Background: an optimization exercise with open tools, aiming at small area, a short achievable clock period and few clock cycles per item. Do not read the settings as production practice.
RTL that was checked went through simulation tests only; none was proved equivalent to the original.
Only the layout flow was run in run 2; the RTL was not checked for function there.

==> flow/design.v (outline; a module is shown in full before it is edited, if it fits) <==
// module conv_1d: 5575 lines
// module conv_fa: 4 lines
// module conv_ha: 4 lines
// module conv_ha1: 4 lines
module conv_1d #(
    parameter DATA_WIDTH  = 8,
    parameter KERNEL_SIZE = 16
) (
    input logic clk,
    input logic arst_n,
    input  logic [DATA_WIDTH-1:0] signal_data,
    input  logic                  signal_vld,
    input  logic                  signal_last,
    output logic                  signal_rdy,
    input  logic [KERNEL_SIZE*DATA_WIDTH-1:0] kernel,
    output logic [DATA_WIDTH*2+$clog2(KERNEL_SIZE)-1:0] result_data,
    output logic                    result_vld,
    output logic                    result_last,
    input  logic                    result_rdy
);
  // ...
==> flow/flow/run.sh <==
#!/bin/bash
# The standard layout, with two changes: ports are buffered with plain
# buffers (buf_2, which the resizer may then size) instead of delay cells,
# and clock tree synthesis inserts no dummy loads.
set -euo pipefail
export BUFFER_PORTS_ARGS="-buffer_cell sky130_fd_sc_hd__buf_2"
export CTS_ARGS="-sink_clustering_enable -repair_clock_nets -dont_use_dummy_load -sink_clustering_size 25 -sink_clustering_max_diameter 80"
bash standard.sh > standard.log 2>&1
==> flow/standard.sh <==
#!/bin/bash
# synth_recipe.tcl (not shown) runs the flow's synth.tcl, then flattens the netlist and writes it again
# the make line also repeats each setting of config.mk as NAME=value (left out here)
make -C /OpenROAD-flow-scripts/flow DESIGN_CONFIG=/design/flow/config.mk WORK_HOME=/design/flow/orfs CLKGATE_MAP_FILE= SYNTH_SCRIPT=/design/flow/synth_recipe.tcl "${@:-finish}"
==> flow/config.mk <==
export PLATFORM = sky130hd
export DESIGN_NAME = conv_1d
export DESIGN_NICKNAME = conv_1d
export VERILOG_FILES = /design/flow/design.v
export SDC_FILE = /design/flow/constraint.sdc
export NUM_CORES = 4
export LEC_CHECK = 0
export CAP_MARGIN = 20
export CORE_MARGIN = 2
export CORE_UTILIZATION = 55
export PLACE_DENSITY = 0.65
export SETUP_SLACK_MARGIN = 3.4
export SLEW_MARGIN = 20
export SYNTH_HIERARCHICAL = 1
export TNS_END_PERCENT = 10
==> flow/constraint.sdc <==
create_clock -name core_clock -period 6.0 [get_ports {clk}]
set_input_delay 1.2000 -clock core_clock [delete_from_list [all_inputs] [get_ports {clk}]]
set_output_delay 1.2000 -clock core_clock [all_outputs]
set_load 0.01 [all_outputs]
==> run summary, run 1 <==
* WP data required at between 6 and 7 ns
* H-tree Lvls at 2
* Clock Pin Slew Worst Setup and Hold Paths at 0.09 ns
* Met3 routed WL at 13.5 mm
* Leading cell kind: multi-input combinational cells
* Worst Hold Depth at 0
* Top delay family on crit path: adder cells
* Layout sequential cell count at about 590
* Maximum buffer depth of the clock tree at 3
* Status: finished clean
* Multi-input logic area at 0.0268 mm²
* Synth Area in Compound Gates at 0.00610
* Io pins at between 150 and 200
* Final WL at about 130 mm
* I/O Buffers at roughly 160
* CLK BUF at 41
* Mean Syn Cell Area at roughly 13 µm²
* Reg2Reg Depth at 4
* Worst setup startpoint: kernel[58]
* Top Layer Used: met5
* WHS Endpoint: r3_q[0]$_DFF_P_
* GR Overflow Total at 0
* Fraction of area in multi-input gates at 0.623
* Worst Path Buf+Inv at 1
* Buffers outside the clock class at about 170
Testbench counts, summed over its fixed seeds: cycles 16,040, items 16,000.
==> inputs of run 2 (changes only) <==
--- a/flow/design.v
+++ b/flow/design.v
@@ -18,24 +18,24 @@
   always_ff @(posedge clk or negedge arst_n) begin
     if (!arst_n) begin
       for (int i = 0; i < 16; i++) hist[i] <= '0;
     end else if (signal_vld) begin
       for (int i = 0; i < 15; i++) hist[i] <= hist[i+1];
       hist[15] <= signal_data;
     end
   end
-  logic [4:0] vld_p, last_p;
+  logic [5:0] vld_p, last_p;
   always_ff @(posedge clk or negedge arst_n) begin
     if (!arst_n) begin
       vld_p  <= '0;
       last_p <= '0;
     end else begin
-      vld_p  <= {vld_p[3:0], signal_vld};
-      last_p <= {last_p[3:0], signal_vld & signal_last};
+      vld_p  <= {vld_p[4:0], signal_vld};
+      last_p <= {last_p[4:0], signal_vld & signal_last};
     end
   end
   logic [19:0] rowa, rowb, res_q;
   logic p1;
   logic p2;
   logic p3;
   logic p4;
   logic p5;
@@ -2912,16 +2912,17 @@
   logic s2875;
   logic c2876;
   logic s2877;
   logic c2878;
   logic s2879;
   logic c2880;
   logic s2881;
   logic c2882;
+  logic [105:0] r2_d, r2_q;
   logic s2883;
   logic c2884;
   logic s2885;
   logic c2886;
   logic s2887;
   logic c2888;
   logic s2889;
   logic c2890;
@@ -2970,17 +2971,16 @@
   logic s2933;
   logic c2934;
   logic s2935;
   logic c2936;
   logic s2937;
   logic c2938;
   logic s2939;
   logic c2940;
-  logic [76:0] r2_d, r2_q;
   logic s2941;
   logic c2942;
   logic s2943;
   logic c2944;
   logic s2945;
   logic c2946;
   logic s2947;
   logic c2948;
@@ -3043,16 +3043,17 @@
   logic s3005;
   logic c3006;
   logic s3007;
   logic c3008;
   logic s3009;
   logic c3010;
   logic s3011;
   logic c3012;
+  logic [44:0] r3_d, r3_q;
   logic s3013;
   logic c3014;
   logic s3015;
   logic c3016;
   logic s3017;
   logic c3018;
   logic s3019;
   logic c3020;
@@ -3063,17 +3064,16 @@
   logic s3025;
   logic c3026;
   logic s3027;
   logic c3028;
   logic s3029;
   logic c3030;
   logic s3031;
   logic c3032;
-  logic [35:0] r3_d, r3_q;
   logic s3033;
   logic c3034;
   logic s3035;
   logic c3036;
   logic s3037;
   logic c3038;
   logic s3039;
   logic c3040;
@@ -3088,16 +3088,17 @@
   logic s3049;
   logic c3050;
   logic s3051;
   logic c3052;
   logic s3053;
   logic c3054;
   logic s3055;
   logic c3056;
+  logic [31:0] r4_d, r4_q;
   assign p1 = ~(kernel[0] & hist[0][0]);
   assign p2 = ~(kernel[0] & hist[0][1]);
   assign p3 = ~(kernel[0] & hist[0][2]);
   assign p4 = ~(kernel[0] & hist[0][3]);
   assign p5 = ~(kernel[0] & hist[0][4]);
   assign p6 = ~(kernel[0] & hist[0][5]);
   assign p7 = ~(kernel[0] & hist[0][6]);
   assign p8 = ~(kernel[0] & hist[0][7]);
@@ -5357,225 +5358,296 @@
   conv_fa u_s2867 (.a(c2762), .b(c2764), .ci(c2766), .s(s2867), .co(c2868));
   conv_fa u_s2869 (.a(c2768), .b(c2770), .ci(s2771), .s(s2869), .co(c2870));
   conv_fa u_s2871 (.a(s2773), .b(s2775), .ci(s2777), .s(s2871), .co(c2872));
   conv_fa u_s2873 (.a(c2772), .b(c2774), .ci(c2776), .s(s2873), .co(c2874));
   conv_fa u_s2875 (.a(c2778), .b(s2779), .ci(s2781), .s(s2875), .co(c2876));
   conv_fa u_s2877 (.a(c2780), .b(c2782), .ci(c2784), .s(s2877), .co(c2878));
   conv_fa u_s2879 (.a(s2785), .b(s2787), .ci(s2657), .s(s2879), .co(c2880));
   conv_fa u_s2881 (.a(c2786), .b(c2788), .ci(s2789), .s(s2881), .co(c2882));
-  conv_fa u_s2883 (.a(c2792), .b(s2793), .ci(r1_q[25]), .s(s2883), .co(c2884));
-  conv_fa u_s2885 (.a(c2794), .b(s2795), .ci(s2797), .s(s2885), .co(c2886));
-  conv_fa u_s2887 (.a(c2796), .b(c2798), .ci(s2799), .s(s2887), .co(c2888));
-  conv_fa u_s2889 (.a(c2800), .b(c2802), .ci(c2804), .s(s2889), .co(c2890));
-  conv_fa u_s2891 (.a(s2805), .b(s2807), .ci(s2809), .s(s2891), .co(c2892));
-  conv_fa u_s2893 (.a(c2806), .b(c2808), .ci(c2810), .s(s2893), .co(c2894));
-  conv_fa u_s2895 (.a(s2811), .b(s2813), .ci(s2815), .s(s2895), .co(c2896));
-  conv_fa u_s2897 (.a(c2812), .b(c2814), .ci(c2816), .s(s2897), .co(c2898));
-  conv_fa u_s2899 (.a(c2818), .b(s2819), .ci(s2821), .s(s2899), .co(c2900));
-  conv_fa u_s2901 (.a(s2823), .b(s2825), .ci(s2827), .s(s2901), .co(c2902));
-  conv_fa u_s2903 (.a(c2820), .b(c2822), .ci(c2824), .s(s2903), .co(c2904));
-  conv_fa u_s2905 (.a(c2826), .b(c2828), .ci(s2829), .s(s2905), .co(c2906));
-  conv_fa u_s2907 (.a(s2831), .b(s2833), .ci(s2835), .s(s2907), .co(c2908));
-  conv_fa u_s2909 (.a(c2830), .b(c2832), .ci(c2834), .s(s2909), .co(c2910));
-  conv_fa u_s2911 (.a(c2836), .b(c2838), .ci(s2839), .s(s2911), .co(c2912));
-  conv_fa u_s2913 (.a(s2841), .b(s2843), .ci(s2845), .s(s2913), .co(c2914));
-  conv_fa u_s2915 (.a(c2840), .b(c2842), .ci(c2844), .s(s2915), .co(c2916));
-  conv_fa u_s2917 (.a(c2846), .b(c2848), .ci(s2849), .s(s2917), .co(c2918));
-  conv_fa u_s2919 (.a(s2851), .b(s2853), .ci(s2855), .s(s2919), .co(c2920));
-  conv_fa u_s2921 (.a(c2850), .b(c2852), .ci(c2854), .s(s2921), .co(c2922));
-  conv_fa u_s2923 (.a(c2856), .b(c2858), .ci(s2859), .s(s2923), .co(c2924));
-  conv_fa u_s2925 (.a(s2861), .b(s2863), .ci(s2865), .s(s2925), .co(c2926));
-  conv_fa u_s2927 (.a(c2860), .b(c2862), .ci(c2864), .s(s2927), .co(c2928));
-  conv_fa u_s2929 (.a(c2866), .b(s2867), .ci(s2869), .s(s2929), .co(c2930));
-  conv_fa u_s2931 (.a(c2868), .b(c2870), .ci(c2872), .s(s2931), .co(c2932));
-  conv_fa u_s2933 (.a(s2873), .b(s2875), .ci(s2783), .s(s2933), .co(c2934));
-  conv_fa u_s2935 (.a(c2874), .b(c2876), .ci(s2877), .s(s2935), .co(c2936));
-  conv_fa u_s2937 (.a(c2878), .b(c2880), .ci(s2881), .s(s2937), .co(c2938));
-  conv_fa u_s2939 (.a(c2882), .b(c2790), .ci(c2660), .s(s2939), .co(c2940));
   assign r2_d[0] = r1_q[0];
   assign r2_d[1] = s2661;
   assign r2_d[2] = s2791;
-  assign r2_d[3] = s2883;
-  assign r2_d[4] = c2884;
-  assign r2_d[5] = s2885;
-  assign r2_d[6] = r1_q[42];
-  assign r2_d[7] = c2886;
-  assign r2_d[8] = s2887;
-  assign r2_d[9] = s2801;
-  assign r2_d[10] = s2803;
-  assign r2_d[11] = c2888;
-  assign r2_d[12] = s2889;
-  assign r2_d[13] = s2891;
-  assign r2_d[14] = s2513;
-  assign r2_d[15] = c2890;
-  assign r2_d[16] = c2892;
-  assign r2_d[17] = s2893;
-  assign r2_d[18] = s2895;
-  assign r2_d[19] = s2817;
-  assign r2_d[20] = r1_q[122];
-  assign r2_d[21] = c2894;
-  assign r2_d[22] = c2896;
-  assign r2_d[23] = s2897;
-  assign r2_d[24] = s2899;
-  assign r2_d[25] = s2901;
-  assign r2_d[26] = c2898;
-  assign r2_d[27] = c2900;
-  assign r2_d[28] = c2902;
-  assign r2_d[29] = s2903;
-  assign r2_d[30] = s2905;
-  assign r2_d[31] = s2907;
-  assign r2_d[32] = s2837;
-  assign r2_d[33] = c2904;
-  assign r2_d[34] = c2906;
-  assign r2_d[35] = c2908;
-  assign r2_d[36] = s2909;
-  assign r2_d[37] = s2911;
-  assign r2_d[38] = s2913;
-  assign r2_d[39] = s2847;
-  assign r2_d[40] = s2599;
-  assign r2_d[41] = c2910;
-  assign r2_d[42] = c2912;
-  assign r2_d[43] = c2914;
-  assign r2_d[44] = s2915;
-  assign r2_d[45] = s2917;
-  assign r2_d[46] = s2919;
-  assign r2_d[47] = s2857;
-  assign r2_d[48] = c2916;
-  assign r2_d[49] = c2918;
-  assign r2_d[50] = c2920;
-  assign r2_d[51] = s2921;
-  assign r2_d[52] = s2923;
-  assign r2_d[53] = s2925;
-  assign r2_d[54] = r1_q[273];
-  assign r2_d[55] = c2922;
-  assign r2_d[56] = c2924;
-  assign r2_d[57] = c2926;
-  assign r2_d[58] = s2927;
-  assign r2_d[59] = s2929;
-  assign r2_d[60] = s2871;
-  assign r2_d[61] = s2643;
-  assign r2_d[62] = c2928;
-  assign r2_d[63] = c2930;
-  assign r2_d[64] = s2931;
-  assign r2_d[65] = s2933;
-  assign r2_d[66] = s2651;
-  assign r2_d[67] = c2932;
-  assign r2_d[68] = c2934;
-  assign r2_d[69] = s2935;
-  assign r2_d[70] = s2879;
-  assign r2_d[71] = c2936;
-  assign r2_d[72] = s2937;
-  assign r2_d[73] = s2659;
-  assign r2_d[74] = c2938;
-  assign r2_d[75] = s2939;
-  assign r2_d[76] = c2940;
-  conv_fa u_s2941 (.a(r2_q[4]), .b(r2_q[5]), .ci(r2_q[6]), .s(s2941), .co(c2942));
-  conv_fa u_s2943 (.a(r2_q[7]), .b(r2_q[8]), .ci(r2_q[9]), .s(s2943), .co(c2944));
-  conv_fa u_s2945 (.a(r2_q[11]), .b(r2_q[12]), .ci(r2_q[13]), .s(s2945), .co(c2946));
-  conv_fa u_s2947 (.a(r2_q[15]), .b(r2_q[16]), .ci(r2_q[17]), .s(s2947), .co(c2948));
-  conv_fa u_s2949 (.a(r2_q[18]), .b(r2_q[19]), .ci(r2_q[20]), .s(s2949), .co(c2950));
-  conv_fa u_s2951 (.a(r2_q[21]), .b(r2_q[22]), .ci(r2_q[23]), .s(s2951), .co(c2952));
-  conv_fa u_s2953 (.a(r2_q[26]), .b(r2_q[27]), .ci(r2_q[28]), .s(s2953), .co(c2954));
-  conv_fa u_s2955 (.a(r2_q[29]), .b(r2_q[30]), .ci(r2_q[31]), .s(s2955), .co(c2956));
-  conv_fa u_s2957 (.a(r2_q[33]), .b(r2_q[34]), .ci(r2_q[35]), .s(s2957), .co(c2958));
-  conv_fa u_s2959 (.a(r2_q[36]), .b(r2_q[37]), .ci(r2_q[38]), .s(s2959), .co(c2960));
-  conv_fa u_s2961 (.a(r2_q[41]), .b(r2_q[42]), .ci(r2_q[43]), .s(s2961), .co(c2962));
-  conv_fa u_s2963 (.a(r2_q[44]), .b(r2_q[45]), .ci(r2_q[46]), .s(s2963), .co(c2964));
-  conv_fa u_s2965 (.a(r2_q[48]), .b(r2_q[49]), .ci(r2_q[50]), .s(s2965), .co(c2966));
-  conv_fa u_s2967 (.a(r2_q[51]), .b(r2_q[52]), .ci(r2_q[53]), .s(s2967), .co(c2968));
-  conv_fa u_s2969 (.a(r2_q[55]), .b(r2_q[56]), .ci(r2_q[57]), .s(s2969), .co(c2970));
-  conv_fa u_s2971 (.a(r2_q[58]), .b(r2_q[59]), .ci(r2_q[60]), .s(s2971), .co(c2972));
-  conv_fa u_s2973 (.a(r2_q[62]), .b(r2_q[63]), .ci(r2_q[64]), .s(s2973), .co(c2974));
-  conv_fa u_s2975 (.a(r2_q[67]), .b(r2_q[68]), .ci(r2_q[69]), .s(s2975), .co(c2976));
-  conv_fa u_s2977 (.a(r2_q[71]), .b(r2_q[72]), .ci(r2_q[73]), .s(s2977), .co(c2978));
-  conv_fa u_s2979 (.a(c2942), .b(s2943), .ci(r2_q[10]), .s(s2979), .co(c2980));
-  conv_fa u_s2981 (.a(c2944), .b(s2945), .ci(r2_q[14]), .s(s2981), .co(c2982));
+  assign r2_d[3] = c2792;
+  assign r2_d[4] = s2793;
+  assign r2_d[5] = r1_q[25];
+  assign r2_d[6] = c2794;
+  assign r2_d[7] = s2795;
+  assign r2_d[8] = s2797;
+  assign r2_d[9] = r1_q[42];
+  assign r2_d[10] = c2796;
+  assign r2_d[11] = c2798;
+  assign r2_d[12] = s2799;
+  assign r2_d[13] = s2801;
+  assign r2_d[14] = s2803;
+  assign r2_d[15] = c2800;
+  assign r2_d[16] = c2802;
+  assign r2_d[17] = c2804;
+  assign r2_d[18] = s2805;
+  assign r2_d[19] = s2807;
+  assign r2_d[20] = s2809;
+  assign r2_d[21] = s2513;
+  assign r2_d[22] = c2806;
+  assign r2_d[23] = c2808;
+  assign r2_d[24] = c2810;
+  assign r2_d[25] = s2811;
+  assign r2_d[26] = s2813;
+  assign r2_d[27] = s2815;
+  assign r2_d[28] = s2817;
+  assign r2_d[29] = r1_q[122];
+  assign r2_d[30] = c2812;
+  assign r2_d[31] = c2814;
+  assign r2_d[32] = c2816;
+  assign r2_d[33] = c2818;
+  assign r2_d[34] = s2819;
+  assign r2_d[35] = s2821;
+  assign r2_d[36] = s2823;
+  assign r2_d[37] = s2825;
+  assign r2_d[38] = s2827;
+  assign r2_d[39] = c2820;
+  assign r2_d[40] = c2822;
+  assign r2_d[41] = c2824;
+  assign r2_d[42] = c2826;
+  assign r2_d[43] = c2828;
+  assign r2_d[44] = s2829;
+  assign r2_d[45] = s2831;
+  assign r2_d[46] = s2833;
+  assign r2_d[47] = s2835;
+  assign r2_d[48] = s2837;
+  assign r2_d[49] = c2830;
+  assign r2_d[50] = c2832;
+  assign r2_d[51] = c2834;
+  assign r2_d[52] = c2836;
+  assign r2_d[53] = c2838;
+  assign r2_d[54] = s2839;
+  assign r2_d[55] = s2841;
+  assign r2_d[56] = s2843;
+  assign r2_d[57] = s2845;
+  assign r2_d[58] = s2847;
+  assign r2_d[59] = s2599;
+  assign r2_d[60] = c2840;
+  assign r2_d[61] = c2842;
+  assign r2_d[62] = c2844;
+  assign r2_d[63] = c2846;
+  assign r2_d[64] = c2848;
+  assign r2_d[65] = s2849;
+  assign r2_d[66] = s2851;
+  assign r2_d[67] = s2853;
+  assign r2_d[68] = s2855;
+  assign r2_d[69] = s2857;
+  assign r2_d[70] = c2850;
+  assign r2_d[71] = c2852;
+  assign r2_d[72] = c2854;
+  assign r2_d[73] = c2856;
+  assign r2_d[74] = c2858;
+  assign r2_d[75] = s2859;
+  assign r2_d[76] = s2861;
+  assign r2_d[77] = s2863;
+  assign r2_d[78] = s2865;
+  assign r2_d[79] = r1_q[273];
+  assign r2_d[80] = c2860;
+  assign r2_d[81] = c2862;
+  assign r2_d[82] = c2864;
+  assign r2_d[83] = c2866;
+  assign r2_d[84] = s2867;
+  assign r2_d[85] = s2869;
+  assign r2_d[86] = s2871;
+  assign r2_d[87] = s2643;
+  assign r2_d[88] = c2868;
+  assign r2_d[89] = c2870;
+  assign r2_d[90] = c2872;
+  assign r2_d[91] = s2873;
+  assign r2_d[92] = s2875;
+  assign r2_d[93] = s2783;
+  assign r2_d[94] = s2651;
+  assign r2_d[95] = c2874;
+  assign r2_d[96] = c2876;
+  assign r2_d[97] = s2877;
+  assign r2_d[98] = s2879;
+  assign r2_d[99] = c2878;
+  assign r2_d[100] = c2880;
+  assign r2_d[101] = s2881;
+  assign r2_d[102] = s2659;
+  assign r2_d[103] = c2882;
+  assign r2_d[104] = c2790;
+  assign r2_d[105] = c2660;
+  conv_fa u_s2883 (.a(r2_q[3]), .b(r2_q[4]), .ci(r2_q[5]), .s(s2883), .co(c2884));
+  conv_fa u_s2885 (.a(r2_q[6]), .b(r2_q[7]), .ci(r2_q[8]), .s(s2885), .co(c2886));
+  conv_fa u_s2887 (.a(r2_q[10]), .b(r2_q[11]), .ci(r2_q[12]), .s(s2887), .co(c2888));
+  conv_fa u_s2889 (.a(r2_q[15]), .b(r2_q[16]), .ci(r2_q[17]), .s(s2889), .co(c2890));
+  conv_fa u_s2891 (.a(r2_q[18]), .b(r2_q[19]), .ci(r2_q[20]), .s(s2891), .co(c2892));
+  conv_fa u_s2893 (.a(r2_q[22]), .b(r2_q[23]), .ci(r2_q[24]), .s(s2893), .co(c2894));
+  conv_fa u_s2895 (.a(r2_q[25]), .b(r2_q[26]), .ci(r2_q[27]), .s(s2895), .co(c2896));
+  conv_fa u_s2897 (.a(r2_q[30]), .b(r2_q[31]), .ci(r2_q[32]), .s(s2897), .co(c2898));
+  conv_fa u_s2899 (.a(r2_q[33]), .b(r2_q[34]), .ci(r2_q[35]), .s(s2899), .co(c2900));
+  conv_fa u_s2901 (.a(r2_q[36]), .b(r2_q[37]), .ci(r2_q[38]), .s(s2901), .co(c2902));
+  conv_fa u_s2903 (.a(r2_q[39]), .b(r2_q[40]), .ci(r2_q[41]), .s(s2903), .co(c2904));
+  conv_fa u_s2905 (.a(r2_q[42]), .b(r2_q[43]), .ci(r2_q[44]), .s(s2905), .co(c2906));
+  conv_fa u_s2907 (.a(r2_q[45]), .b(r2_q[46]), .ci(r2_q[47]), .s(s2907), .co(c2908));
+  conv_fa u_s2909 (.a(r2_q[49]), .b(r2_q[50]), .ci(r2_q[51]), .s(s2909), .co(c2910));
+  conv_fa u_s2911 (.a(r2_q[52]), .b(r2_q[53]), .ci(r2_q[54]), .s(s2911), .co(c2912));
+  conv_fa u_s2913 (.a(r2_q[55]), .b(r2_q[56]), .ci(r2_q[57]), .s(s2913), .co(c2914));
+  conv_fa u_s2915 (.a(r2_q[60]), .b(r2_q[61]), .ci(r2_q[62]), .s(s2915), .co(c2916));
+  conv_fa u_s2917 (.a(r2_q[63]), .b(r2_q[64]), .ci(r2_q[65]), .s(s2917), .co(c2918));
+  conv_fa u_s2919 (.a(r2_q[66]), .b(r2_q[67]), .ci(r2_q[68]), .s(s2919), .co(c2920));
+  conv_fa u_s2921 (.a(r2_q[70]), .b(r2_q[71]), .ci(r2_q[72]), .s(s2921), .co(c2922));
+  conv_fa u_s2923 (.a(r2_q[73]), .b(r2_q[74]), .ci(r2_q[75]), .s(s2923), .co(c2924));
+  conv_fa u_s2925 (.a(r2_q[76]), .b(r2_q[77]), .ci(r2_q[78]), .s(s2925), .co(c2926));
+  conv_fa u_s2927 (.a(r2_q[80]), .b(r2_q[81]), .ci(r2_q[82]), .s(s2927), .co(c2928));
+  conv_fa u_s2929 (.a(r2_q[83]), .b(r2_q[84]), .ci(r2_q[85]), .s(s2929), .co(c2930));
+  conv_fa u_s2931 (.a(r2_q[88]), .b(r2_q[89]), .ci(r2_q[90]), .s(s2931), .co(c2932));
+  conv_fa u_s2933 (.a(r2_q[91]), .b(r2_q[92]), .ci(r2_q[93]), .s(s2933), .co(c2934));
+  conv_fa u_s2935 (.a(r2_q[95]), .b(r2_q[96]), .ci(r2_q[97]), .s(s2935), .co(c2936));
+  conv_fa u_s2937 (.a(r2_q[99]), .b(r2_q[100]), .ci(r2_q[101]), .s(s2937), .co(c2938));
+  conv_fa u_s2939 (.a(r2_q[103]), .b(r2_q[104]), .ci(r2_q[105]), .s(s2939), .co(c2940));
+  conv_fa u_s2941 (.a(c2884), .b(s2885), .ci(r2_q[9]), .s(s2941), .co(c2942));
+  conv_fa u_s2943 (.a(c2886), .b(s2887), .ci(r2_q[13]), .s(s2943), .co(c2944));
+  conv_fa u_s2945 (.a(c2888), .b(s2889), .ci(s2891), .s(s2945), .co(c2946));
+  conv_fa u_s2947 (.a(c2890), .b(c2892), .ci(s2893), .s(s2947), .co(c2948));
+  conv_fa u_s2949 (.a(s2895), .b(r2_q[28]), .ci(r2_q[29]), .s(s2949), .co(c2950));
+  conv_fa u_s2951 (.a(c2894), .b(c2896), .ci(s2897), .s(s2951), .co(c2952));
+  conv_fa u_s2953 (.a(c2898), .b(c2900), .ci(c2902), .s(s2953), .co(c2954));
+  conv_fa u_s2955 (.a(s2903), .b(s2905), .ci(s2907), .s(s2955), .co(c2956));
+  conv_fa u_s2957 (.a(c2904), .b(c2906), .ci(c2908), .s(s2957), .co(c2958));
+  conv_fa u_s2959 (.a(s2909), .b(s2911), .ci(s2913), .s(s2959), .co(c2960));
+  conv_fa u_s2961 (.a(c2910), .b(c2912), .ci(c2914), .s(s2961), .co(c2962));
+  conv_fa u_s2963 (.a(s2915), .b(s2917), .ci(s2919), .s(s2963), .co(c2964));
+  conv_fa u_s2965 (.a(c2916), .b(c2918), .ci(c2920), .s(s2965), .co(c2966));
+  conv_fa u_s2967 (.a(s2921), .b(s2923), .ci(s2925), .s(s2967), .co(c2968));
+  conv_fa u_s2969 (.a(c2922), .b(c2924), .ci(c2926), .s(s2969), .co(c2970));
+  conv_fa u_s2971 (.a(s2927), .b(s2929), .ci(r2_q[86]), .s(s2971), .co(c2972));
+  conv_fa u_s2973 (.a(c2928), .b(c2930), .ci(s2931), .s(s2973), .co(c2974));
+  conv_fa u_s2975 (.a(c2932), .b(c2934), .ci(s2935), .s(s2975), .co(c2976));
+  conv_fa u_s2977 (.a(c2936), .b(s2937), .ci(r2_q[102]), .s(s2977), .co(c2978));
+  conv_fa u_s2979 (.a(c2942), .b(s2943), .ci(r2_q[14]), .s(s2979), .co(c2980));
+  conv_fa u_s2981 (.a(c2944), .b(s2945), .ci(r2_q[21]), .s(s2981), .co(c2982));
   conv_fa u_s2983 (.a(c2946), .b(s2947), .ci(s2949), .s(s2983), .co(c2984));
   conv_fa u_s2985 (.a(c2948), .b(c2950), .ci(s2951), .s(s2985), .co(c2986));
   conv_fa u_s2987 (.a(c2952), .b(s2953), .ci(s2955), .s(s2987), .co(c2988));
   conv_fa u_s2989 (.a(c2954), .b(c2956), .ci(s2957), .s(s2989), .co(c2990));
-  conv_fa u_s2991 (.a(s2959), .b(r2_q[39]), .ci(r2_q[40]), .s(s2991), .co(c2992));
+  conv_fa u_s2991 (.a(s2959), .b(r2_q[58]), .ci(r2_q[59]), .s(s2991), .co(c2992));
   conv_fa u_s2993 (.a(c2958), .b(c2960), .ci(s2961), .s(s2993), .co(c2994));
-  conv_ha u_s2995 (.a(s2963), .b(r2_q[47]), .s(s2995), .co(c2996));
+  conv_ha u_s2995 (.a(s2963), .b(r2_q[69]), .s(s2995), .co(c2996));
   conv_fa u_s2997 (.a(c2962), .b(c2964), .ci(s2965), .s(s2997), .co(c2998));
-  conv_ha u_s2999 (.a(s2967), .b(r2_q[54]), .s(s2999), .co(c3000));
+  conv_ha u_s2999 (.a(s2967), .b(r2_q[79]), .s(s2999), .co(c3000));
   conv_fa u_s3001 (.a(c2966), .b(c2968), .ci(s2969), .s(s3001), .co(c3002));
-  conv_ha u_s3003 (.a(s2971), .b(r2_q[61]), .s(s3003), .co(c3004));
+  conv_ha u_s3003 (.a(s2971), .b(r2_q[87]), .s(s3003), .co(c3004));
   conv_fa u_s3005 (.a(c2970), .b(c2972), .ci(s2973), .s(s3005), .co(c3006));
-  conv_ha u_s3007 (.a(r2_q[65]), .b(r2_q[66]), .s(s3007), .co(c3008));
-  conv_fa u_s3009 (.a(c2974), .b(s2975), .ci(r2_q[70]), .s(s3009), .co(c3010));
-  conv_fa u_s3011 (.a(c2978), .b(r2_q[74]), .ci(r2_q[75]), .s(s3011), .co(c3012));
-  conv_ha1 u_s3013 (.a(c2980), .b(s2981), .s(s3013), .co(c3014));
-  conv_fa u_s3015 (.a(c2984), .b(s2985), .ci(r2_q[24]), .s(s3015), .co(c3016));
-  conv_fa u_s3017 (.a(c2986), .b(s2987), .ci(r2_q[32]), .s(s3017), .co(c3018));
-  conv_fa u_s3019 (.a(c2988), .b(s2989), .ci(s2991), .s(s3019), .co(c3020));
-  conv_fa u_s3021 (.a(c2990), .b(c2992), .ci(s2993), .s(s3021), .co(c3022));
-  conv_fa u_s3023 (.a(c2994), .b(c2996), .ci(s2997), .s(s3023), .co(c3024));
-  conv_fa u_s3025 (.a(c2998), .b(c3000), .ci(s3001), .s(s3025), .co(c3026));
-  conv_fa u_s3027 (.a(c3002), .b(c3004), .ci(s3005), .s(s3027), .co(c3028));
-  conv_fa u_s3029 (.a(c3006), .b(c3008), .ci(s3009), .s(s3029), .co(c3030));
-  conv_fa u_s3031 (.a(c3010), .b(c2976), .ci(s2977), .s(s3031), .co(c3032));
+  conv_ha u_s3007 (.a(s2933), .b(r2_q[94]), .s(s3007), .co(c3008));
+  conv_fa u_s3009 (.a(c2974), .b(s2975), .ci(r2_q[98]), .s(s3009), .co(c3010));
+  conv_fa u_s3011 (.a(c2978), .b(c2938), .ci(s2939), .s(s3011), .co(c3012));
   assign r3_d[0] = r2_q[0];
   assign r3_d[1] = r2_q[1];
   assign r3_d[2] = r2_q[2];
-  assign r3_d[3] = r2_q[3];
+  assign r3_d[3] = s2883;
   assign r3_d[4] = s2941;
   assign r3_d[5] = s2979;
-  assign r3_d[6] = s3013;
-  assign r3_d[7] = c3014;
+  assign r3_d[6] = c2980;
+  assign r3_d[7] = s2981;
   assign r3_d[8] = c2982;
   assign r3_d[9] = s2983;
-  assign r3_d[10] = s3015;
-  assign r3_d[11] = r2_q[25];
-  assign r3_d[12] = c3016;
-  assign r3_d[13] = s3017;
-  assign r3_d[14] = c3018;
-  assign r3_d[15] = s3019;
-  assign r3_d[16] = c3020;
-  assign r3_d[17] = s3021;
-  assign r3_d[18] = s2995;
-  assign r3_d[19] = c3022;
-  assign r3_d[20] = s3023;
-  assign r3_d[21] = s2999;
-  assign r3_d[22] = c3024;
-  assign r3_d[23] = s3025;
-  assign r3_d[24] = s3003;
-  assign r3_d[25] = c3026;
-  assign r3_d[26] = s3027;
-  assign r3_d[27] = s3007;
-  assign r3_d[28] = c3028;
-  assign r3_d[29] = s3029;
-  assign r3_d[30] = c3030;
-  assign r3_d[31] = s3031;
-  assign r3_d[32] = c3032;
-  assign r3_d[33] = s3011;
-  assign r3_d[34] = c3012;
-  assign r3_d[35] = r2_q[76];
-  conv_ha u_s3033 (.a(r3_q[7]), .b(r3_q[8]), .s(s3033), .co(c3034));
-  conv_ha u_s3035 (.a(r3_q[10]), .b(r3_q[11]), .s(s3035), .co(c3036));
-  conv_ha u_s3037 (.a(r3_q[12]), .b(r3_q[13]), .s(s3037), .co(c3038));
-  conv_ha u_s3039 (.a(r3_q[14]), .b(r3_q[15]), .s(s3039), .co(c3040));
-  conv_fa u_s3041 (.a(r3_q[16]), .b(r3_q[17]), .ci(r3_q[18]), .s(s3041), .co(c3042));
-  conv_fa u_s3043 (.a(r3_q[19]), .b(r3_q[20]), .ci(r3_q[21]), .s(s3043), .co(c3044));
-  conv_fa u_s3045 (.a(r3_q[22]), .b(r3_q[23]), .ci(r3_q[24]), .s(s3045), .co(c3046));
-  conv_fa u_s3047 (.a(r3_q[25]), .b(r3_q[26]), .ci(r3_q[27]), .s(s3047), .co(c3048));
-  conv_ha u_s3049 (.a(r3_q[28]), .b(r3_q[29]), .s(s3049), .co(c3050));
-  conv_ha u_s3051 (.a(r3_q[30]), .b(r3_q[31]), .s(s3051), .co(c3052));
-  conv_ha u_s3053 (.a(r3_q[32]), .b(r3_q[33]), .s(s3053), .co(c3054));
-  conv_ha u_s3055 (.a(r3_q[34]), .b(r3_q[35]), .s(s3055), .co(c3056));
-  assign rowa = {c3056, c3054, c3052, c3050, c3048, c3046, c3044, c3042, c3040, c3038, c3036, c3034, s3033, r3_q[6], r3_q[5], r3_q[4], r3_q[3], r3_q[2], r3_q[1], r3_q[0]};
-  assign rowb = {1'b0, s3055, s3053, s3051, s3049, s3047, s3045, s3043, s3041, s3039, s3037, s3035, r3_q[9], 1'b0, 1'b0, 1'b0, 1'b0, 1'b0, 1'b0, 1'b0};
+  assign r3_d[10] = c2984;
+  assign r3_d[11] = s2985;
+  assign r3_d[12] = s2899;
+  assign r3_d[13] = s2901;
+  assign r3_d[14] = c2986;
+  assign r3_d[15] = s2987;
+  assign r3_d[16] = r2_q[48];
+  assign r3_d[17] = c2988;
+  assign r3_d[18] = s2989;
+  assign r3_d[19] = s2991;
+  assign r3_d[20] = c2990;
+  assign r3_d[21] = c2992;
+  assign r3_d[22] = s2993;
+  assign r3_d[23] = s2995;
+  assign r3_d[24] = c2994;
+  assign r3_d[25] = c2996;
+  assign r3_d[26] = s2997;
+  assign r3_d[27] = s2999;
+  assign r3_d[28] = c2998;
+  assign r3_d[29] = c3000;
+  assign r3_d[30] = s3001;
+  assign r3_d[31] = s3003;
+  assign r3_d[32] = c3002;
+  assign r3_d[33] = c3004;
+  assign r3_d[34] = s3005;
+  assign r3_d[35] = s3007;
+  assign r3_d[36] = c3006;
+  assign r3_d[37] = c3008;
+  assign r3_d[38] = s3009;
+  assign r3_d[39] = c3010;
+  assign r3_d[40] = c2976;
+  assign r3_d[41] = s2977;
+  assign r3_d[42] = s3011;
+  assign r3_d[43] = c3012;
+  assign r3_d[44] = c2940;
+  conv_ha u_s3013 (.a(r3_q[10]), .b(r3_q[11]), .s(s3013), .co(c3014));
+  conv_ha u_s3015 (.a(r3_q[14]), .b(r3_q[15]), .s(s3015), .co(c3016));
+  conv_ha u_s3017 (.a(r3_q[17]), .b(r3_q[18]), .s(s3017), .co(c3018));
+  conv_fa u_s3019 (.a(r3_q[20]), .b(r3_q[21]), .ci(r3_q[22]), .s(s3019), .co(c3020));
+  conv_fa u_s3021 (.a(r3_q[24]), .b(r3_q[25]), .ci(r3_q[26]), .s(s3021), .co(c3022));
+  conv_fa u_s3023 (.a(r3_q[28]), .b(r3_q[29]), .ci(r3_q[30]), .s(s3023), .co(c3024));
+  conv_fa u_s3025 (.a(r3_q[32]), .b(r3_q[33]), .ci(r3_q[34]), .s(s3025), .co(c3026));
+  conv_ha u_s3027 (.a(r3_q[36]), .b(r3_q[37]), .s(s3027), .co(c3028));
+  conv_ha u_s3029 (.a(r3_q[39]), .b(r3_q[40]), .s(s3029), .co(c3030));
+  conv_ha u_s3031 (.a(r3_q[6]), .b(r3_q[7]), .s(s3031), .co(c3032));
+  conv_ha u_s3033 (.a(r3_q[8]), .b(r3_q[9]), .s(s3033), .co(c3034));
+  conv_fa u_s3035 (.a(s3013), .b(r3_q[12]), .ci(r3_q[13]), .s(s3035), .co(c3036));
+  conv_fa u_s3037 (.a(c3014), .b(s3015), .ci(r3_q[16]), .s(s3037), .co(c3038));
+  conv_fa u_s3039 (.a(c3016), .b(s3017), .ci(r3_q[19]), .s(s3039), .co(c3040));
+  conv_fa u_s3041 (.a(c3018), .b(s3019), .ci(r3_q[23]), .s(s3041), .co(c3042));
+  conv_fa u_s3043 (.a(c3020), .b(s3021), .ci(r3_q[27]), .s(s3043), .co(c3044));
+  conv_fa u_s3045 (.a(c3022), .b(s3023), .ci(r3_q[31]), .s(s3045), .co(c3046));
+  conv_fa u_s3047 (.a(c3024), .b(s3025), .ci(r3_q[35]), .s(s3047), .co(c3048));
+  conv_fa u_s3049 (.a(c3026), .b(s3027), .ci(r3_q[38]), .s(s3049), .co(c3050));
+  conv_fa u_s3051 (.a(c3028), .b(s3029), .ci(r3_q[41]), .s(s3051), .co(c3052));
+  conv_ha u_s3053 (.a(c3030), .b(r3_q[42]), .s(s3053), .co(c3054));
+  conv_ha u_s3055 (.a(r3_q[43]), .b(r3_q[44]), .s(s3055), .co(c3056));
+  assign r4_d[0] = r3_q[0];
+  assign r4_d[1] = r3_q[1];
+  assign r4_d[2] = r3_q[2];
+  assign r4_d[3] = r3_q[3];
+  assign r4_d[4] = r3_q[4];
+  assign r4_d[5] = r3_q[5];
+  assign r4_d[6] = s3031;
+  assign r4_d[7] = c3032;
+  assign r4_d[8] = s3033;
+  assign r4_d[9] = c3034;
+  assign r4_d[10] = s3035;
+  assign r4_d[11] = c3036;
+  assign r4_d[12] = s3037;
+  assign r4_d[13] = c3038;
+  assign r4_d[14] = s3039;
+  assign r4_d[15] = c3040;
+  assign r4_d[16] = s3041;
+  assign r4_d[17] = c3042;
+  assign r4_d[18] = s3043;
+  assign r4_d[19] = c3044;
+  assign r4_d[20] = s3045;
+  assign r4_d[21] = c3046;
+  assign r4_d[22] = s3047;
+  assign r4_d[23] = c3048;
+  assign r4_d[24] = s3049;
+  assign r4_d[25] = c3050;
+  assign r4_d[26] = s3051;
+  assign r4_d[27] = c3052;
+  assign r4_d[28] = s3053;
+  assign r4_d[29] = c3054;
+  assign r4_d[30] = s3055;
+  assign r4_d[31] = c3056;
+  assign rowa = {r4_q[31], r4_q[29], r4_q[27], r4_q[25], r4_q[23], r4_q[21], r4_q[19], r4_q[17], r4_q[15], r4_q[13], r4_q[11], r4_q[9], r4_q[7], r4_q[6], r4_q[5], r4_q[4], r4_q[3], r4_q[2], r4_q[1], r4_q[0]};
+  assign rowb = {1'b0, r4_q[30], r4_q[28], r4_q[26], r4_q[24], r4_q[22], r4_q[20], r4_q[18], r4_q[16], r4_q[14], r4_q[12], r4_q[10], r4_q[8], 1'b1, 1'b0, 1'b0, 1'b0, 1'b0, 1'b0, 1'b0};
   always_ff @(posedge clk) r1_q <= r1_d;
   always_ff @(posedge clk) r2_q <= r2_d;
   always_ff @(posedge clk) r3_q <= r3_d;
+  always_ff @(posedge clk) r4_q <= r4_d;
   always_ff @(posedge clk) res_q <= ~(rowa + rowb);
   assign result_data = res_q;
-  assign result_vld  = vld_p[4];
-  assign result_last = last_p[4];
+  assign result_vld  = vld_p[5];
+  assign result_last = last_p[5];
   assign signal_rdy  = 1'b1;
 endmodule
 module conv_fa (input logic a, b, ci, output logic s, co);
   assign s  = a ^ b ^ ci;
   assign co = (a & b) | (a & ci) | (b & ci);
 endmodule
 module conv_ha (input logic a, b, output logic s, co);
   assign s  = a ^ b;
==> flow/run.sh (new file) <==
#!/bin/bash
# synth_recipe.tcl (not shown) runs the flow's synth.tcl, then flattens the netlist and writes it again
# the make line also repeats each setting of config.mk as NAME=value (left out here)
make -C /OpenROAD-flow-scripts/flow DESIGN_CONFIG=/design/flow/config.mk WORK_HOME=/design/flow/orfs CLKGATE_MAP_FILE= SYNTH_SCRIPT=/design/flow/synth_recipe.tcl finish
==> flow/config.mk (replaced) <==
export PLATFORM = sky130hd
export DESIGN_NAME = conv_1d
export DESIGN_NICKNAME = conv_1d
export VERILOG_FILES = /design/flow/design.v
export SDC_FILE = /design/flow/constraint.sdc
export NUM_CORES = 4
export LEC_CHECK = 0
export CAP_MARGIN = 20
export CORE_MARGIN = 2
export CORE_UTILIZATION = 40
export SETUP_SLACK_MARGIN = 3.6
export SLEW_MARGIN = 20
export SYNTH_HIERARCHICAL = 1
removed: flow/flow/run.sh
removed: flow/standard.sh
==> run summary, run 2 <==
* Status: finished clean
* Crit. End Element: register
* DR vias at roughly 24000
* Most frequent cells in the layout: nand2_1 (574), dfxtp_1 (518), fa_2 (503)
* Finished Layout Cells at 4672
* Post-synth EDFFs at 0
* Ys Warns at 8
* Initial antenna violation count at 4
* Die width at between 300 and 400 µm
* Largest net degree at the start of global routing at 79
* First-pass GRT wire length at between 200 and 250 mm
* Biggest register: r1_q
* Vias in the first global route at about 27000
* Via density at about 5.2
* Die Y at about 320 µm
* Commonest cells post-synth: nand2_1 (1036), fa_1 (993), dfxtp_1 (519)
* Io pins at 164 (unchanged)
* Top_reg_cell synth: dfxtp_1
* Final Slew Violations at 0
* Commonest non-fill, non-tap cell in the layout: nand2_1
* Initial DRC Count at just under 2000
* Max-Cap Viols at 0
* Worst-Margin Slew at between 0.9 and 1 ns
* CTS tree: built
* Inst Count DP at between 4000 and 5000
* GR Overflow Total at 0 (unchanged)
* Kind of critical path: input port to register
* Largest regs: r1_q (316), hist (128), r2_q (106)
* Crit Path Max Fanout at 8
* Layout cell share with drive strength beyond 1 at 0.468
* DR WL/cell at 29.9 µm
* RSZ-0062 raised after global routing: yes
* Fmax at just under 400 MHz
* Core footprint at 0.102 mm²
* Routability cong. at just over 0.9
* Mean Syn Cell Area at 12.7 µm² (+1.6%)
* CTS Sinks at 659
* Final setup fails at 0
* R2R Path End: r1_q[271]$_DFF_P_
* CTS root buf: clkbuf_16
* Maximum buffer depth of the clock tree at 3 (unchanged)
* Post-synthesis cell count at 3235
* Net Count, Synth at roughly 4400
* GRT Total Usage at 0.270
* Post-CTS Hold Buffers at 0
* Total CTS buffers at 78
* Synth top area share at 0.483
* R2r setup slk at between 3 and 4 ns
* Final Critical Period at between 2 and 3 ns
* Die area at roughly 0.11 mm²
* DRC at 0
* Post-Syn Area at about 0.041 mm²
* Min-Delay Startpoint: r3_q[2]$_DFF_P_
* WHS Endpoint: r4_q[2]$_DFF_P_
* Clk_skew at roughly 0.028 ns
* Ranking of synthesized cells by area: fa_1 (48%), dfxtp_1 (25%), nand2_1 (9.4%)
* H-tree Lvls at 3 (+1)
* Top-count cell post-synth: nand2_1
* Crit Reg-Reg Startpoint: hist[1][5]$_DFFE_PN0P_
* Yosys cell types at 40
* Seq/Total Area, Yosys at 0.337
* CP startpoint kind: input port
* Synthesized flop and latch total at around 660
* Max reg flops at 316
* P&R area growth vs syn at 24.0%
* Estimated wirelength of the detail-placed design at around 110 mm
* Clock Pin Slew Worst Setup and Hold Paths at 0.06 ns (-0.03 ns)
* Worst hold path type: register to register
* Final WL at 139 mm (+6.3%)
* Layout net count at between 4000 and 5000
* Hold Violations, Final at 0
* Asr flop ratio synth at 0.212
* Post-route setup TNS at 0 ns
* Reg2Reg Depth at 4 (unchanged)
* DRT antenna net count at 0
* I/O Buffers at 161 (unchanged)
* Drt first pass iters at 5
* WP data arrival at 3.08 ns
* Final worst path period share at 0.427
* Clk latency of the worst-skew pair at about 0.67 ns
* Initial Util at 0.404
* WP data required at 6.51 ns (+0.03 ns)
* Worst Hold Depth at 0 (unchanged)
* Slew HR at 0.395
* Row count at about 120
* Top cell type by total area after synthesis: fa_1
[run 2: changes by cell type in the layout (fill, tap and decap cells not counted), sizes merged, moves of 7 or more]
cell and change:
dfxtp +70, clkbuf +54, buf +33, clkinv +13, bufinv +10, clkdlybuf4s50 +9
nand2 +7
[run 2: how the worst max path moves through the flow]
stage / to / startpoint / slack [ns]
after CTS: r1_q[3]$_DFF_P_ / kernel[56] / 3.47
after global routing: r1_q[3]$_DFF_P_ / kernel[48] / 3.46
final: r1_q[23]$_DFF_P_ / kernel[48] / 3.44
after floorplan: r1_q[119]$_DFF_P_ / kernel[50] / 3.01
after global placement: r1_q[303]$_DFF_P_ / kernel[7] / 1.83
after detailed placement: r1_q[303]$_DFF_P_ / kernel[7] / 1.81
[run 2: area by class of cell]
class,instances,area (µm²)
Clock buffer,110,2230
Inverter,54,216
Multi-Input combinational cell,2251,29400
Clock inverter,32,477
Timing Repair Buffer,196,2980
Antenna cell,2,5.00
Tap cell,1368,1710
Sequential cell,659,14100
Fill cell,8792,50800
[run 2: per-stage QoR]
step	hold WS (ns)	area, µm²	util	worst slack, ns
2_1_floorplan	0.310	45200	-	3.01
3_3_place_gp	0.311	45500	0.447	1.83
3_5_place_dp	0.312	45500	0.447	1.81
4_1_cts	0.326	50300	0.493	3.47
5_1_grt	0.331	51100	0.501	3.46
6_report	0.325	51100	0.501	3.44
[run 2: per-layer routing]
| layer | vias to the layer above | share of wire | track usage |
|---|---|---|---|
| li1 | 9728 | - | - |
| met1 | 13400 | 0.41 | 0.369 |
| met2 | 1055 | 0.47 | 0.423 |
| met3 | 227 | 0.078 | 0.0540 |
| met4 | 2 | 0.046 | 0.116 |
| met5 | - | 0.000072 | 0 |
[run 2: modules after synthesis (local to each module, per instance)]
module / cells inside / times used / flops+latches
conv_fa: 1 / 992 / 0
conv_ha: 1 / 13 / 0
conv_1d: 2175 / 1 / 659
conv_ha1: 5 / 11 / 0
[run 2: kinds of logic after synthesis]
kind of cell / after synthesis / synth area share
AOI/OAI and AO/OA: 25 / 0.00428
xor gates and xnor gates: 8 / 0.00170
adders and majority gates: 1029 / 0.494
buffers and inverters: 325 / 0.0304
DFF: 659 / 0.337
muxes: 129 / 0.0352
other: 1 / 0.0000910
and+or+nand+nor: 1059 / 0.0975
[run 2: repair_timing]
action                                   CTS  global route
buffers inserted                          28             5
pin swaps                                247           206
resized for setup                       1553           224
endpoints found under the setup margin   333           118
[run 2: worst max-delay path: stages]
cell     delay [ns]
buf_12         0.12
nand2_1        0.08
fa_2           0.47
fa_2           0.69
fa_2           0.51

-- static timing again, ports no longer ideal --
The results above use ideal ports. As a check the final layouts listed here were re-extracted and re-timed, cells and wires unchanged.
Step 1, drivers: a clkbuf_16 drives clk and a buf_2 each remaining input, both assumed.
Step 2 times the ports against the registers' clock, not the clock port: input delays grow and output delays shrink by t, the midpoint of the rising clock arrivals with the driver on.
a / b / c = no drivers / after step 1 / after step 2; a / b = the first two.
| run | t (ns) | setup slack, ns | clock arrival spread, ns | worst register clock-pin slew, ns |
|---|---|---|---|---|
| run 1 | 0.654 | 3.266 / 3.302 / 2.648 | 0.069 / 0.070 | 0.10 / 0.10 |
| run 2 | 0.714 | 3.439 / 3.410 / 2.696 | 0.030 / 0.029 | 0.07 / 0.07 |
After both steps every run listed still meets setup and hold. For run 2, which loses most, drivers alone change the setup slack by -0.029 ns; drivers and shift together by -0.743 ns.
